Source: an optimization exercise on an open RTL-to-GDS flow (aim: small area). Production flows keep margins and buffers that such runs may drop.
For this run, only the layout was checked, not whether the RTL still works.
Power is estimated from default activity; no workload was simulated.

==> flow/constraint.sdc <==
create_clock -name core_clock -period 5.0 [get_ports {clk}]
set_input_delay 1.0000 -clock core_clock [delete_from_list [all_inputs] [get_ports {clk}]]
set_output_delay 1.0000 -clock core_clock [all_outputs]
set_load 0.01 [all_outputs]
==> flow/flow/swap.py <==
# Put the hand-mapped netlist in place of the standard synthesis netlist, if both hold the same
# flip-flops (instance names and cell types) and the same ports; otherwise leave it as it is.
import re, sys
std_path, mine_path = sys.argv[1], sys.argv[2]
std = open(std_path).read()
mine = open(mine_path).read()
FF = re.compile(r'^\s*(sky130_fd_sc_hd__\w*df\w*)\s+(\\\S+\s|\w+)\s*\(', re.M)
def flops(t):
    return sorted((m.group(1), m.group(2).strip()) for m in FF.finditer(t))
def header(t):
    m = re.search(r'module\s+CRC32\s*\(([^)]*)\)', t)
    return re.sub(r'\s+', '', m.group(1)) if m else None
fs, fm = flops(std), flops(mine)
print('standard flops:', len(fs), 'hand netlist flops:', len(fm))
if fs != fm or header(std) != header(mine):
    print('MISMATCH; keeping the standard netlist')
    for a, b in zip(fs, fm):
        if a != b: print(' ', a, b)
    sys.exit(1)
open(std_path, 'w').write(mine)
print('hand netlist in place')
==> flow/flow/net.v <==
module CRC32(rst_n, clk, sof, eof, data_v, data, full, err);
  input rst_n;
  input clk;
  input sof;
  input eof;
  input data_v;
  input [7:0] data;
  output full;
  output err;
  wire pend;
  wire \s[0] ;
  wire \s[1] ;
  wire \s[2] ;
  wire \s[3] ;
  wire \s[4] ;
  wire \s[5] ;
  wire \s[6] ;
  wire \s[7] ;
  wire \s[8] ;
  wire \s[9] ;
  wire \s[10] ;
  wire \s[11] ;
  wire \s[12] ;
  wire \s[13] ;
  wire \s[14] ;
  wire \s[15] ;
  wire \s[16] ;
  wire \s[17] ;
  wire \s[18] ;
  wire \s[19] ;
  wire \s[20] ;
  wire \s[21] ;
  wire \s[22] ;
  wire \s[23] ;
  wire \s[24] ;
  wire \s[25] ;
  wire \s[26] ;
  wire \s[27] ;
  wire \s[28] ;
  wire \s[29] ;
  wire \s[30] ;
  wire \s[31] ;
  wire \c[0] ;
  wire \c[1] ;
  wire \c[2] ;
  wire e225;
  wire n1;
  wire n11;
  wire n13;
  wire n15;
  wire n17;
  wire n173;
  wire n175;
  wire n177;
  wire n179;
  wire n181;
  wire n183;
  wire n185;
  wire n187;
  wire n189;
  wire n19;
  wire n191;
  wire n193;
  wire n195;
  wire n197;
  wire n199;
  wire n2;
  wire n201;
  wire n203;
  wire n21;
  wire n229;
  wire n23;
  wire n230;
  wire n25;
  wire n27;
  wire n29;
  wire n31;
  wire n33;
  wire n35;
  wire n37;
  wire n39;
  wire n41;
  wire n43;
  wire n45;
  wire n47;
  wire n49;
  wire n5;
  wire n51;
  wire n53;
  wire n7;
  wire n9;
  wire q205;
  wire q207;
  wire q209;
  wire q211;
  wire q213;
  wire q215;
  wire q217;
  wire q219;
  wire r221;
  wire r223;
  wire r226;
  wire x101;
  wire x103;
  wire x105;
  wire x107;
  wire x109;
  wire x111;
  wire x113;
  wire x115;
  wire x117;
  wire x119;
  wire x121;
  wire x123;
  wire x125;
  wire x127;
  wire x129;
  wire x131;
  wire x133;
  wire x135;
  wire x137;
  wire x139;
  wire x141;
  wire x143;
  wire x145;
  wire x147;
  wire x149;
  wire x151;
  wire x153;
  wire x155;
  wire x157;
  wire x159;
  wire x161;
  wire x163;
  wire x165;
  wire x167;
  wire x169;
  wire x171;
  wire x55;
  wire x57;
  wire x59;
  wire x61;
  wire x63;
  wire x65;
  wire x67;
  wire x69;
  wire x71;
  wire x73;
  wire x75;
  wire x77;
  wire x79;
  wire x81;
  wire x83;
  wire x85;
  wire x87;
  wire x89;
  wire x91;
  wire x93;
  wire x95;
  wire x97;
  wire x99;
  sky130_fd_sc_hd__edfxtp_1 \s[0]$_DFFE_PP_  (.CLK(clk), .D(n175), .DE(data_v), .Q(\s[0] ));
  sky130_fd_sc_hd__edfxtp_1 \s[1]$_DFFE_PP_  (.CLK(clk), .D(n179), .DE(data_v), .Q(\s[1] ));
  sky130_fd_sc_hd__edfxtp_1 \s[2]$_DFFE_PP_  (.CLK(clk), .D(n183), .DE(data_v), .Q(\s[2] ));
  sky130_fd_sc_hd__edfxtp_1 \s[3]$_DFFE_PP_  (.CLK(clk), .D(n187), .DE(data_v), .Q(\s[3] ));
  sky130_fd_sc_hd__edfxtp_1 \s[4]$_DFFE_PP_  (.CLK(clk), .D(n191), .DE(data_v), .Q(\s[4] ));
  sky130_fd_sc_hd__edfxtp_1 \s[5]$_DFFE_PP_  (.CLK(clk), .D(n195), .DE(data_v), .Q(\s[5] ));
  sky130_fd_sc_hd__edfxtp_1 \s[6]$_DFFE_PP_  (.CLK(clk), .D(n199), .DE(data_v), .Q(\s[6] ));
  sky130_fd_sc_hd__edfxtp_1 \s[7]$_DFFE_PP_  (.CLK(clk), .D(n203), .DE(data_v), .Q(\s[7] ));
  sky130_fd_sc_hd__dfxtp_1 \s[8]$_DFF_P_  (.CLK(clk), .D(n7), .Q(\s[8] ));
  sky130_fd_sc_hd__dfxtp_1 \s[9]$_DFF_P_  (.CLK(clk), .D(n9), .Q(\s[9] ));
  sky130_fd_sc_hd__dfxtp_1 \s[10]$_DFF_P_  (.CLK(clk), .D(n11), .Q(\s[10] ));
  sky130_fd_sc_hd__dfxtp_1 \s[11]$_DFF_P_  (.CLK(clk), .D(n13), .Q(\s[11] ));
  sky130_fd_sc_hd__dfxtp_1 \s[12]$_DFF_P_  (.CLK(clk), .D(n15), .Q(\s[12] ));
  sky130_fd_sc_hd__dfxtp_1 \s[13]$_DFF_P_  (.CLK(clk), .D(n17), .Q(\s[13] ));
  sky130_fd_sc_hd__dfxtp_1 \s[14]$_DFF_P_  (.CLK(clk), .D(n19), .Q(\s[14] ));
  sky130_fd_sc_hd__dfxtp_1 \s[15]$_DFF_P_  (.CLK(clk), .D(n21), .Q(\s[15] ));
  sky130_fd_sc_hd__dfxtp_1 \s[16]$_DFF_P_  (.CLK(clk), .D(n23), .Q(\s[16] ));
  sky130_fd_sc_hd__dfxtp_1 \s[17]$_DFF_P_  (.CLK(clk), .D(n25), .Q(\s[17] ));
  sky130_fd_sc_hd__dfxtp_1 \s[18]$_DFF_P_  (.CLK(clk), .D(n27), .Q(\s[18] ));
  sky130_fd_sc_hd__dfxtp_1 \s[19]$_DFF_P_  (.CLK(clk), .D(n29), .Q(\s[19] ));
  sky130_fd_sc_hd__dfxtp_1 \s[20]$_DFF_P_  (.CLK(clk), .D(n31), .Q(\s[20] ));
  sky130_fd_sc_hd__dfxtp_1 \s[21]$_DFF_P_  (.CLK(clk), .D(n33), .Q(\s[21] ));
  sky130_fd_sc_hd__dfxtp_1 \s[22]$_DFF_P_  (.CLK(clk), .D(n35), .Q(\s[22] ));
  sky130_fd_sc_hd__dfxtp_1 \s[23]$_DFF_P_  (.CLK(clk), .D(n37), .Q(\s[23] ));
  sky130_fd_sc_hd__dfxtp_1 \s[24]$_DFF_P_  (.CLK(clk), .D(n39), .Q(\s[24] ));
  sky130_fd_sc_hd__dfxtp_1 \s[25]$_DFF_P_  (.CLK(clk), .D(n41), .Q(\s[25] ));
  sky130_fd_sc_hd__dfxtp_1 \s[26]$_DFF_P_  (.CLK(clk), .D(n43), .Q(\s[26] ));
  sky130_fd_sc_hd__dfxtp_1 \s[27]$_DFF_P_  (.CLK(clk), .D(n45), .Q(\s[27] ));
  sky130_fd_sc_hd__dfxtp_1 \s[28]$_DFF_P_  (.CLK(clk), .D(n47), .Q(\s[28] ));
  sky130_fd_sc_hd__dfxtp_1 \s[29]$_DFF_P_  (.CLK(clk), .D(n49), .Q(\s[29] ));
  sky130_fd_sc_hd__dfxtp_1 \s[30]$_DFF_P_  (.CLK(clk), .D(n51), .Q(\s[30] ));
  sky130_fd_sc_hd__dfxtp_1 \s[31]$_DFF_P_  (.CLK(clk), .D(n53), .Q(\s[31] ));
  sky130_fd_sc_hd__dfrtp_1 \c[0]$_DFF_PN0_  (.CLK(clk), .D(n230), .Q(\c[0] ), .RESET_B(rst_n));
  sky130_fd_sc_hd__dfrtp_1 \c[1]$_DFF_PN0_  (.CLK(clk), .D(n229), .Q(\c[1] ), .RESET_B(rst_n));
  sky130_fd_sc_hd__dfrtp_1 \c[2]$_DFF_PN0_  (.CLK(clk), .D(\c[1] ), .Q(\c[2] ), .RESET_B(rst_n));
  sky130_fd_sc_hd__dfrtp_1 \pend$_DFF_PN0_  (.CLK(clk), .D(eof), .Q(pend), .RESET_B(rst_n));
  sky130_fd_sc_hd__dfrtp_1 \err$_DFF_PN0_  (.CLK(clk), .D(e225), .Q(err), .RESET_B(rst_n));
  sky130_fd_sc_hd__nor2b_1 g3 (.A(sof), .B_N(data_v), .Y(n1));
  sky130_fd_sc_hd__inv_1 g4 (.A(data_v), .Y(n2));
  sky130_fd_sc_hd__and2_1 g6 (.A(data_v), .B(sof), .X(n5));
  sky130_fd_sc_hd__a22o_1 g8 (.A1(n1), .A2(\s[0] ), .B1(n2), .B2(\s[8] ), .X(n7));
  sky130_fd_sc_hd__a22o_1 g10 (.A1(n1), .A2(\s[1] ), .B1(n2), .B2(\s[9] ), .X(n9));
  sky130_fd_sc_hd__a22o_1 g12 (.A1(n1), .A2(\s[2] ), .B1(n2), .B2(\s[10] ), .X(n11));
  sky130_fd_sc_hd__a22o_1 g14 (.A1(n1), .A2(\s[3] ), .B1(n2), .B2(\s[11] ), .X(n13));
  sky130_fd_sc_hd__a22o_1 g16 (.A1(n1), .A2(\s[4] ), .B1(n2), .B2(\s[12] ), .X(n15));
  sky130_fd_sc_hd__a22o_1 g18 (.A1(n1), .A2(\s[5] ), .B1(n2), .B2(\s[13] ), .X(n17));
  sky130_fd_sc_hd__a22o_1 g20 (.A1(n1), .A2(\s[6] ), .B1(n2), .B2(\s[14] ), .X(n19));
  sky130_fd_sc_hd__a22o_1 g22 (.A1(n1), .A2(\s[7] ), .B1(n2), .B2(\s[15] ), .X(n21));
  sky130_fd_sc_hd__a221o_1 g24 (.A1(n1), .A2(\s[8] ), .B1(n2), .B2(\s[16] ), .C1(n5), .X(n23));
  sky130_fd_sc_hd__a22o_1 g26 (.A1(n1), .A2(\s[9] ), .B1(n2), .B2(\s[17] ), .X(n25));
  sky130_fd_sc_hd__a22o_1 g28 (.A1(n1), .A2(\s[10] ), .B1(n2), .B2(\s[18] ), .X(n27));
  sky130_fd_sc_hd__a221o_1 g30 (.A1(n1), .A2(\s[11] ), .B1(n2), .B2(\s[19] ), .C1(n5), .X(n29));
  sky130_fd_sc_hd__a22o_1 g32 (.A1(n1), .A2(\s[12] ), .B1(n2), .B2(\s[20] ), .X(n31));
  sky130_fd_sc_hd__a22o_1 g34 (.A1(n1), .A2(\s[13] ), .B1(n2), .B2(\s[21] ), .X(n33));
  sky130_fd_sc_hd__a221o_1 g36 (.A1(n1), .A2(\s[14] ), .B1(n2), .B2(\s[22] ), .C1(n5), .X(n35));
  sky130_fd_sc_hd__a22o_1 g38 (.A1(n1), .A2(\s[15] ), .B1(n2), .B2(\s[23] ), .X(n37));
  sky130_fd_sc_hd__a22o_1 g40 (.A1(n1), .A2(\s[16] ), .B1(n2), .B2(\s[24] ), .X(n39));
  sky130_fd_sc_hd__a22o_1 g42 (.A1(n1), .A2(\s[17] ), .B1(n2), .B2(\s[25] ), .X(n41));
  sky130_fd_sc_hd__a22o_1 g44 (.A1(n1), .A2(\s[18] ), .B1(n2), .B2(\s[26] ), .X(n43));
  sky130_fd_sc_hd__a221o_1 g46 (.A1(n1), .A2(\s[19] ), .B1(n2), .B2(\s[27] ), .C1(n5), .X(n45));
  sky130_fd_sc_hd__a221o_1 g48 (.A1(n1), .A2(\s[20] ), .B1(n2), .B2(\s[28] ), .C1(n5), .X(n47));
  sky130_fd_sc_hd__a22o_1 g50 (.A1(n1), .A2(\s[21] ), .B1(n2), .B2(\s[29] ), .X(n49));
  sky130_fd_sc_hd__a221o_1 g52 (.A1(n1), .A2(\s[22] ), .B1(n2), .B2(\s[30] ), .C1(n5), .X(n51));
  sky130_fd_sc_hd__a22o_1 g54 (.A1(n1), .A2(\s[23] ), .B1(n2), .B2(\s[31] ), .X(n53));
  sky130_fd_sc_hd__xor2_1 g56 (.A(\s[18] ), .B(\s[31] ), .X(x55));
  sky130_fd_sc_hd__xor2_1 g58 (.A(\s[24] ), .B(\s[30] ), .X(x57));
  sky130_fd_sc_hd__xor2_1 g60 (.A(\s[21] ), .B(\s[25] ), .X(x59));
  sky130_fd_sc_hd__xor2_1 g62 (.A(\s[0] ), .B(\s[20] ), .X(x61));
  sky130_fd_sc_hd__xor2_1 g64 (.A(\s[19] ), .B(\s[22] ), .X(x63));
  sky130_fd_sc_hd__xor2_1 g66 (.A(x55), .B(x59), .X(x65));
  sky130_fd_sc_hd__xor2_1 g68 (.A(\s[29] ), .B(x57), .X(x67));
  sky130_fd_sc_hd__xor2_1 g70 (.A(\s[1] ), .B(x65), .X(x69));
  sky130_fd_sc_hd__xor2_1 g72 (.A(\s[2] ), .B(\s[28] ), .X(x71));
  sky130_fd_sc_hd__xor2_1 g74 (.A(\s[3] ), .B(x67), .X(x73));
  sky130_fd_sc_hd__xor2_1 g76 (.A(\s[17] ), .B(\s[27] ), .X(x75));
  sky130_fd_sc_hd__xor2_1 g78 (.A(\s[5] ), .B(x63), .X(x77));
  sky130_fd_sc_hd__xor2_1 g80 (.A(\s[16] ), .B(\s[26] ), .X(x79));
  sky130_fd_sc_hd__xor2_1 g82 (.A(\s[8] ), .B(\s[23] ), .X(x81));
  sky130_fd_sc_hd__xor2_1 g84 (.A(x73), .B(x81), .X(x83));
  sky130_fd_sc_hd__xor2_1 g86 (.A(\s[10] ), .B(x57), .X(x85));
  sky130_fd_sc_hd__xor2_1 g88 (.A(x69), .B(x75), .X(x87));
  sky130_fd_sc_hd__xor2_1 g90 (.A(\s[19] ), .B(x79), .X(x89));
  sky130_fd_sc_hd__xor2_1 g92 (.A(\s[11] ), .B(x77), .X(x91));
  sky130_fd_sc_hd__xor2_1 g94 (.A(\s[9] ), .B(\s[20] ), .X(x93));
  sky130_fd_sc_hd__xor2_1 g96 (.A(\s[6] ), .B(x61), .X(x95));
  sky130_fd_sc_hd__xor2_1 g98 (.A(\s[29] ), .B(x71), .X(x97));
  sky130_fd_sc_hd__xor2_1 g100 (.A(\s[15] ), .B(x89), .X(x99));
  sky130_fd_sc_hd__xor2_1 g102 (.A(\s[4] ), .B(x85), .X(x101));
  sky130_fd_sc_hd__xor2_1 g104 (.A(\s[23] ), .B(x91), .X(x103));
  sky130_fd_sc_hd__xor2_1 g106 (.A(\s[24] ), .B(x55), .X(x105));
  sky130_fd_sc_hd__xor2_1 g108 (.A(x83), .B(x93), .X(x107));
  sky130_fd_sc_hd__xor2_1 g110 (.A(\s[28] ), .B(x87), .X(x109));
  sky130_fd_sc_hd__xor2_1 g112 (.A(\s[13] ), .B(x69), .X(x111));
  sky130_fd_sc_hd__xor2_1 g114 (.A(\s[25] ), .B(\s[31] ), .X(x113));
  sky130_fd_sc_hd__xor2_1 g116 (.A(\s[4] ), .B(\s[7] ), .X(x115));
  sky130_fd_sc_hd__xor2_1 g118 (.A(x87), .B(x103), .X(x117));
  sky130_fd_sc_hd__xor2_1 g120 (.A(x59), .B(x75), .X(x119));
  sky130_fd_sc_hd__xor2_1 g122 (.A(x93), .B(x97), .X(x121));
  sky130_fd_sc_hd__xor2_1 g124 (.A(x65), .B(x77), .X(x123));
  sky130_fd_sc_hd__xor2_1 g126 (.A(\s[15] ), .B(x103), .X(x125));
  sky130_fd_sc_hd__xor2_1 g128 (.A(\s[14] ), .B(x121), .X(x127));
  sky130_fd_sc_hd__xor2_1 g130 (.A(x71), .B(x83), .X(x129));
  sky130_fd_sc_hd__xor2_1 g132 (.A(x111), .B(x115), .X(x131));
  sky130_fd_sc_hd__xor2_1 g134 (.A(\s[22] ), .B(x109), .X(x133));
  sky130_fd_sc_hd__xor2_1 g136 (.A(x61), .B(x133), .X(x135));
  sky130_fd_sc_hd__xnor2_1 g138 (.A(x97), .B(x117), .Y(x137));
  sky130_fd_sc_hd__xor2_1 g140 (.A(\s[10] ), .B(x125), .X(x139));
  sky130_fd_sc_hd__xor2_1 g142 (.A(x63), .B(x129), .X(x141));
  sky130_fd_sc_hd__xor2_1 g144 (.A(\s[12] ), .B(x95), .X(x143));
  sky130_fd_sc_hd__xor2_1 g146 (.A(\s[9] ), .B(x123), .X(x145));
  sky130_fd_sc_hd__xor2_1 g148 (.A(x101), .B(x135), .X(x147));
  sky130_fd_sc_hd__xor2_1 g150 (.A(x73), .B(x99), .X(x149));
  sky130_fd_sc_hd__xor2_1 g152 (.A(x61), .B(x119), .X(x151));
  sky130_fd_sc_hd__xor2_1 g154 (.A(x141), .B(x143), .X(x153));
  sky130_fd_sc_hd__xor2_1 g156 (.A(x95), .B(x139), .X(x155));
  sky130_fd_sc_hd__xnor2_1 g158 (.A(x113), .B(x155), .Y(x157));
  sky130_fd_sc_hd__xor2_1 g160 (.A(x99), .B(x127), .X(x159));
  sky130_fd_sc_hd__xor2_1 g162 (.A(x79), .B(x147), .X(x161));
  sky130_fd_sc_hd__xor2_1 g164 (.A(x105), .B(x159), .X(x163));
  sky130_fd_sc_hd__xor2_1 g166 (.A(\s[14] ), .B(x145), .X(x165));
  sky130_fd_sc_hd__xnor2_1 g168 (.A(x149), .B(x151), .Y(x167));
  sky130_fd_sc_hd__xnor2_1 g170 (.A(x107), .B(x131), .Y(x169));
  sky130_fd_sc_hd__xnor2_1 g172 (.A(x101), .B(x165), .Y(x171));
  sky130_fd_sc_hd__nor2_1 g174 (.A(x163), .B(sof), .Y(n173));
  sky130_fd_sc_hd__xor2_1 g176 (.A(data[0]), .B(n173), .X(n175));
  sky130_fd_sc_hd__nor2_1 g178 (.A(x167), .B(sof), .Y(n177));
  sky130_fd_sc_hd__xnor2_1 g180 (.A(data[1]), .B(n177), .Y(n179));
  sky130_fd_sc_hd__nor2_1 g182 (.A(x161), .B(sof), .Y(n181));
  sky130_fd_sc_hd__xnor2_1 g184 (.A(data[2]), .B(n181), .Y(n183));
  sky130_fd_sc_hd__nor2_1 g186 (.A(x137), .B(sof), .Y(n185));
  sky130_fd_sc_hd__xor2_1 g188 (.A(data[3]), .B(n185), .X(n187));
  sky130_fd_sc_hd__nor2_1 g190 (.A(x153), .B(sof), .Y(n189));
  sky130_fd_sc_hd__xor2_1 g192 (.A(data[4]), .B(n189), .X(n191));
  sky130_fd_sc_hd__nor2_1 g194 (.A(x169), .B(sof), .Y(n193));
  sky130_fd_sc_hd__xnor2_1 g196 (.A(data[5]), .B(n193), .Y(n195));
  sky130_fd_sc_hd__nor2_1 g198 (.A(x171), .B(sof), .Y(n197));
  sky130_fd_sc_hd__xor2_1 g200 (.A(data[6]), .B(n197), .X(n199));
  sky130_fd_sc_hd__nor2_1 g202 (.A(x157), .B(sof), .Y(n201));
  sky130_fd_sc_hd__xor2_1 g204 (.A(data[7]), .B(n201), .X(n203));
  sky130_fd_sc_hd__nand4_1 g206 (.A(\s[2] ), .B(\s[4] ), .C(\s[5] ), .D(\s[8] ), .Y(q205));
  sky130_fd_sc_hd__nand4_1 g208 (.A(\s[11] ), .B(\s[12] ), .C(\s[14] ), .D(\s[15] ), .Y(q207));
  sky130_fd_sc_hd__nand4_1 g210 (.A(\s[16] ), .B(\s[17] ), .C(\s[19] ), .D(\s[21] ), .Y(q209));
  sky130_fd_sc_hd__nand4_1 g212 (.A(\s[23] ), .B(\s[25] ), .C(\s[26] ), .D(\s[29] ), .Y(q211));
  sky130_fd_sc_hd__nor4_1 g214 (.A(\s[0] ), .B(\s[1] ), .C(\s[3] ), .D(\s[6] ), .Y(q213));
  sky130_fd_sc_hd__nor4_1 g216 (.A(\s[7] ), .B(\s[9] ), .C(\s[10] ), .D(\s[13] ), .Y(q215));
  sky130_fd_sc_hd__nor4_1 g218 (.A(\s[18] ), .B(\s[20] ), .C(\s[22] ), .D(\s[24] ), .Y(q217));
  sky130_fd_sc_hd__nor4_1 g220 (.A(\s[27] ), .B(\s[28] ), .C(\s[30] ), .D(\s[31] ), .Y(q219));
  sky130_fd_sc_hd__nand4_1 g222 (.A(q213), .B(q215), .C(q217), .D(q219), .Y(r221));
  sky130_fd_sc_hd__nor4_1 g224 (.A(q205), .B(q207), .C(q209), .D(q211), .Y(r223));
  sky130_fd_sc_hd__nor2b_1 g227 (.A(r221), .B_N(r223), .Y(r226));
  sky130_fd_sc_hd__nor2b_1 g228 (.A(r226), .B_N(pend), .Y(e225));
  sky130_fd_sc_hd__xor2_1 g231 (.A(\c[2] ), .B(\c[0] ), .X(n229));
  sky130_fd_sc_hd__mux2i_1 g232 (.A0(\c[2] ), .A1(\c[0] ), .S(\c[1] ), .Y(n230));
  sky130_fd_sc_hd__and3_1 g233 (.A(\c[2] ), .B(\c[1] ), .C(\c[0] ), .X(full));
endmodule
==> flow/config.mk <==
export PLATFORM = sky130hd
export DESIGN_NAME = CRC32
export DESIGN_NICKNAME = CRC32
export VERILOG_FILES = /design/flow/design.v
export SDC_FILE = /design/flow/constraint.sdc
export NUM_CORES = 4
export LEC_CHECK = 0
export CAP_MARGIN = 20
export CORE_MARGIN = 2
export CORE_UTILIZATION = 40
export SLEW_MARGIN = 20
==> flow/design.v <==
module CRC32(rst_n, clk, sof, eof, data_v, data, full, err);
    input rst_n;
    input clk;
    input sof;
    input eof;
    input data_v;
    input [7:0] data;
    output full;
    output err;
    reg [31:0] s;      
    reg        pend;   
    reg        err;
    reg [2:0]  c;      
    wire ld = data_v & ~sof;
    wire st = data_v & sof;
    wire nv = ~data_v;
    wire [7:0] fs;
    assign fs[0] = s[2] ^ s[9] ^ s[14] ^ s[15] ^ s[16] ^ s[18] ^ s[19] ^ s[20] ^ s[24] ^ s[26] ^ s[28] ^ s[29] ^ s[31];
    assign fs[1] = s[0] ^ s[3] ^ s[15] ^ s[16] ^ s[17] ^ s[19] ^ s[20] ^ s[21] ^ s[24] ^ s[25] ^ s[26] ^ s[27] ^ s[29] ^ s[30];
    assign fs[2] = s[0] ^ s[1] ^ s[4] ^ s[10] ^ s[16] ^ s[17] ^ s[18] ^ s[20] ^ s[21] ^ s[22] ^ s[24] ^ s[25] ^ s[26] ^ s[27] ^ s[28] ^ s[30] ^ s[31];
    assign fs[3] = s[1] ^ s[2] ^ s[5] ^ s[11] ^ s[17] ^ s[18] ^ s[19] ^ s[21] ^ s[22] ^ s[23] ^ s[25] ^ s[27] ^ s[28] ^ s[29] ^ s[31];
    assign fs[4] = s[0] ^ s[2] ^ s[3] ^ s[6] ^ s[8] ^ s[12] ^ s[19] ^ s[20] ^ s[22] ^ s[23] ^ s[24] ^ s[28] ^ s[29] ^ s[30];
    assign fs[5] = s[1] ^ s[3] ^ s[4] ^ s[7] ^ s[8] ^ s[9] ^ s[13] ^ s[18] ^ s[20] ^ s[21] ^ s[23] ^ s[24] ^ s[25] ^ s[29] ^ s[30] ^ s[31];
    assign fs[6] = s[4] ^ s[5] ^ s[9] ^ s[10] ^ s[14] ^ s[18] ^ s[19] ^ s[21] ^ s[22] ^ s[24] ^ s[25] ^ s[30] ^ s[31];
    assign fs[7] = s[0] ^ s[5] ^ s[6] ^ s[10] ^ s[11] ^ s[15] ^ s[19] ^ s[20] ^ s[22] ^ s[23] ^ s[25] ^ s[31];
    wire [7:0] dd;
    assign dd[0] = data[0];
    assign dd[1] = data[1];
    assign dd[2] = data[2];
    assign dd[3] = data[3];
    assign dd[4] = data[4];
    assign dd[5] = data[5];
    assign dd[6] = data[6];
    assign dd[7] = data[7];
    wire [7:0] hd = dd ^ (sof ? 8'h26 : (fs ^ 8'h33));
    always @(posedge clk)
        if (data_v) s[7:0] <= hd;
    always @(posedge clk)
        s[31:8] <= (s[23:0] & {24{ld}}) | (24'h584900 & {24{st}}) | (s[31:8] & {24{nv}});
    always @(posedge clk or negedge rst_n)
        if (!rst_n) begin
            pend <= 1'b0;
            err  <= 1'b0;
            c    <= 3'd0;
        end else begin
            pend <= eof;
            err  <= pend & (s != 32'h26ABD934);
            c    <= {c[1], c[2] ^ c[0], ~(c[1] ? c[0] : c[2])};
        end
    assign full = &c;
endmodule
==> flow/standard.sh <==
#!/bin/bash
# synth_recipe.tcl (not shown) runs the flow's synth.tcl, then flattens the netlist and writes it again
# the make line also repeats each setting of config.mk as NAME=value (left out here)
make -C /OpenROAD-flow-scripts/flow DESIGN_CONFIG=/design/flow/config.mk WORK_HOME=/design/flow/orfs CLKGATE_MAP_FILE= SYNTH_SCRIPT=/design/flow/synth_recipe.tcl "${@:-finish}"
==> flow/flow/run.sh <==
#!/bin/bash
# Standard synthesis, then the hand-mapped netlist (flow/net.v, generated by gen/gen3.py) in its
# place when it holds the same flip-flops, then the standard layout with small port buffers and
# no CTS dummy loads.
set -uo pipefail
R=orfs/results/${FLOW_PLATFORM}/CRC32/base
bash standard.sh synth > synth.log 2>&1 || exit 1
cp $R/1_2_yosys.v std_1_2_yosys.v
if python3 flow/swap.py $R/1_2_yosys.v flow/net.v > swap.log 2>&1; then
  rm -f $R/1_synth.odb $R/1_synth.sdc
  bash standard.sh synth > synth_odb.log 2>&1 || exit 1
fi
bash standard.sh \
  BUFFER_PORTS_ARGS="-buffer_cell sky130_fd_sc_hd__buf_1" \
  CTS_ARGS="-sink_clustering_enable -repair_clock_nets -dont_use_dummy_load" \
  finish > finish.log 2>&1 || exit 1
==> summary.txt <==
==> power by group <==
part           switching, mW  internal [mW]
Clock                 0.0938         0.0896
Sequential            0.0991          0.412
Combinational          0.416          0.375
Total                  0.609          0.877
==> worst reg2reg max path: cells and delay by family, from the launching register on <==
kind | cells | cell delay, ns
XOR/XNOR | 10 | 2.24
flip-flops | 1 | 0.41
AND/OR/NAND/NOR | 1 | 0.08
==> routing by layer <==
layer,GRT usage [%],part of all wire (%)
met3,5.70,4.5
met1,23.0,48
met5,0,0
met2,26.9,47
met4,3.14,0.79
==> final timing paths <==
check / startpoint / end / slack (ns) / depth (start not counted)
max: s[31] / s[2] / 2.02 / 11
min: c[1] / c[2] / 0.43 / 0
max reg2reg: s[31] / s[2] / 2.02 / 11
min reg2reg: c[1] / c[2] / 0.43 / 0
max in group asynchronous: rst_n / err / 4.24 / 1
min in group asynchronous: rst_n / c[0] / 0.55 / 1
==> metrics by stage <==
step / area, um2 / hold slack [ns] / instances / setup slack (ns)
after floorplan: 1800 / 0.387 / 154 / 2.35
after global placement: 1920 / 0.399 / 221 / 2.14
after detailed placement: 1920 / 0.409 / 221 / 2.10
after CTS: 1990 / 0.425 / 226 / 2.03
after global routing: 1990 / 0.452 / 226 / 1.73
final: 1990 / 0.427 / 226 / 2.02
==> cells in the final DEF, fill, tap and decap left out, drive strengths merged <==
master and n:
dfrtp 5, edfxtp 8, nand4 5, dfxtp 24
and3 1, a221o 6, xor2 60, inv 1
buf 15, nor2b 3, nor4 5, clkbuf 5
a22o 18, and2 1, nor2 8, mux2i 1
xnor2 8
==> final cells by class <==
class | instances | area [um2] | area share, %
inverter | 1 | 3.75 | 0.189
multi-input combinational | 116 | 947 | 47.6
sequential | 37 | 846 | 42.5
tap | 52 | 65.1 | 3.27
clock buffer | 5 | 68.8 | 3.46
timing repair buffer | 15 | 60.1 | 3.02
==> state kept, by name (all words and copies together) (netlist names) <==
signal,count
s,32
c,3
err,1
pend,1
==> impl_metrics.env <==
export IMPL_status="timing/DRC/antenna clean"
export IMPL_p_leak_nw=0.848
export IMPL_max_freq_mhz=335
export IMPL_dr_pass1_iters=4
export IMPL_fin_nets=189
export IMPL_endpoint_kind="flop"
export IMPL_cts_made_buffers=5
export IMPL_min_path_type="flop to flop"
export IMPL_period_needed_ns=2.98
export IMPL_worst_pin_slew_ns=0.791
export IMPL_cts_sinks=37
export IMPL_holdBufCountCts=0
export IMPL_syn_avg_cell_area_um2=11.7
export IMPL_synth_warnings=1
export IMPL_hpwl_um=2830
export IMPL_htreeDepth=2
export IMPL_grt_max_degree=25
export IMPL_fill_cells=415
export IMPL_required_ns=5.03
export IMPL_cts_tree="built"
export IMPL_power_mw=1.49
export IMPL_wl_um=3930
export IMPL_clk_pin_slew_worst_paths_ns=0.07
export IMPL_final_setup_tns_ns=0
export IMPL_num_rows=24
export IMPL_drc=0
export IMPL_setup_viol_count_final=0
export IMPL_grt_first_pass_wirelength_um=6470
export IMPL_max_stage_delay_ns=0.41
export IMPL_syn_nets=167
export IMPL_drt_iter0_markers=99
export IMPL_drv_slew=0
export IMPL_grt_pass1_vias=1234
export IMPL_maxSlewHeadroom_pct=47.2
export IMPL_cp_slowest_cell="dfxtp_1"
export IMPL_worstSetupPathType="flop to flop"
export IMPL_grt_setup_unrepaired="no"
export IMPL_final_util_pct=45.7
export IMPL_wl_per_cell_um=17.4
export IMPL_synth_area_um2=1800
export IMPL_ios=15
export IMPL_critPathBufInv=0
export IMPL_ctsResizeCount=0
export IMPL_root_buffer="clkbuf_8"
export IMPL_coreArea_um2=4350
export IMPL_die_x_um=71.0
export IMPL_cts_setup_buffers=0
export IMPL_grt_overflow=0
export IMPL_antenna_found_initial=0
export IMPL_crit_chain="xor2_1 > xor2_1 > xor2_1 > xor2_1 > xor2_1 > xor2_1 > xor2_1 > xor2_1 > xor2_1 > nor2_1 > xnor2_1"
export IMPL_drt_vias_per_instance=5.31
export IMPL_critPathLaunchType="flop"
export IMPL_clock_latency_ns=0.29
export IMPL_antenna_cells=0
export IMPL_critical_path_most_common_cell="xor2_1"
export IMPL_fin_worst_skew_ns=0.0136
export IMPL_worstPathMaxFanout=4
export IMPL_synthCells=154
export IMPL_portBuffers=14
export IMPL_cp_arrival_ns=3.01
export IMPL_grtUsageTotal_pct=17.0
export IMPL_clockBufferDepth=2
export IMPL_post_route_period_util_pct=59.6
export IMPL_layout_drive_gt1_share_pct=3.45
export IMPL_cp_top_family="XOR/XNOR gates"
export IMPL_powerDensity_nw_per_um2=746
export IMPL_dieHeight_um=71.0
export IMPL_irDropWorstVdd_v=0.000371
export IMPL_vias=1200
export IMPL_syn_to_final_growth_pct=10.8
export IMPL_postRouteAntennaNets=0
export IMPL_initial_core_util_pct=41.3
export IMPL_gp_congestion=0.880
export IMPL_dieArea_um2=5040
export IMPL_cap_violations=0
export IMPL_hold_viol_final=0

static timing again, ports no longer ideal:
Ports are ideal in the flow. The routed layout listed here was re-timed in OpenROAD.
Step 1 (the two cells are an assumption about what drives the block):
set clk [get_ports {clk}]
set_driving_cell -lib_cell sky130_fd_sc_hd__clkbuf_16 $clk
set_driving_cell -lib_cell sky130_fd_sc_hd__buf_2 [delete_from_list [all_inputs] $clk]
Step 2 moves the port delays by t, midway between the first and last clock arrival at a register: inputs arrive t later, outputs are due t later. That takes back most of the time a late clock gives input paths.
Slacks: no drivers / after step 1 / after step 2; pairs: no drivers / after step 1.
t, ns: 0.306
setup WS [ns]: 2.018 / 2.018 / 2.018
worst hold slack (ns): 0.427 / 0.427 / 0.427
worst setup path at the end: register to register
After both steps this run still meets setup and hold. The setup slack of this run moves by 0.000 ns with the drivers and by 0.000 ns with both steps.
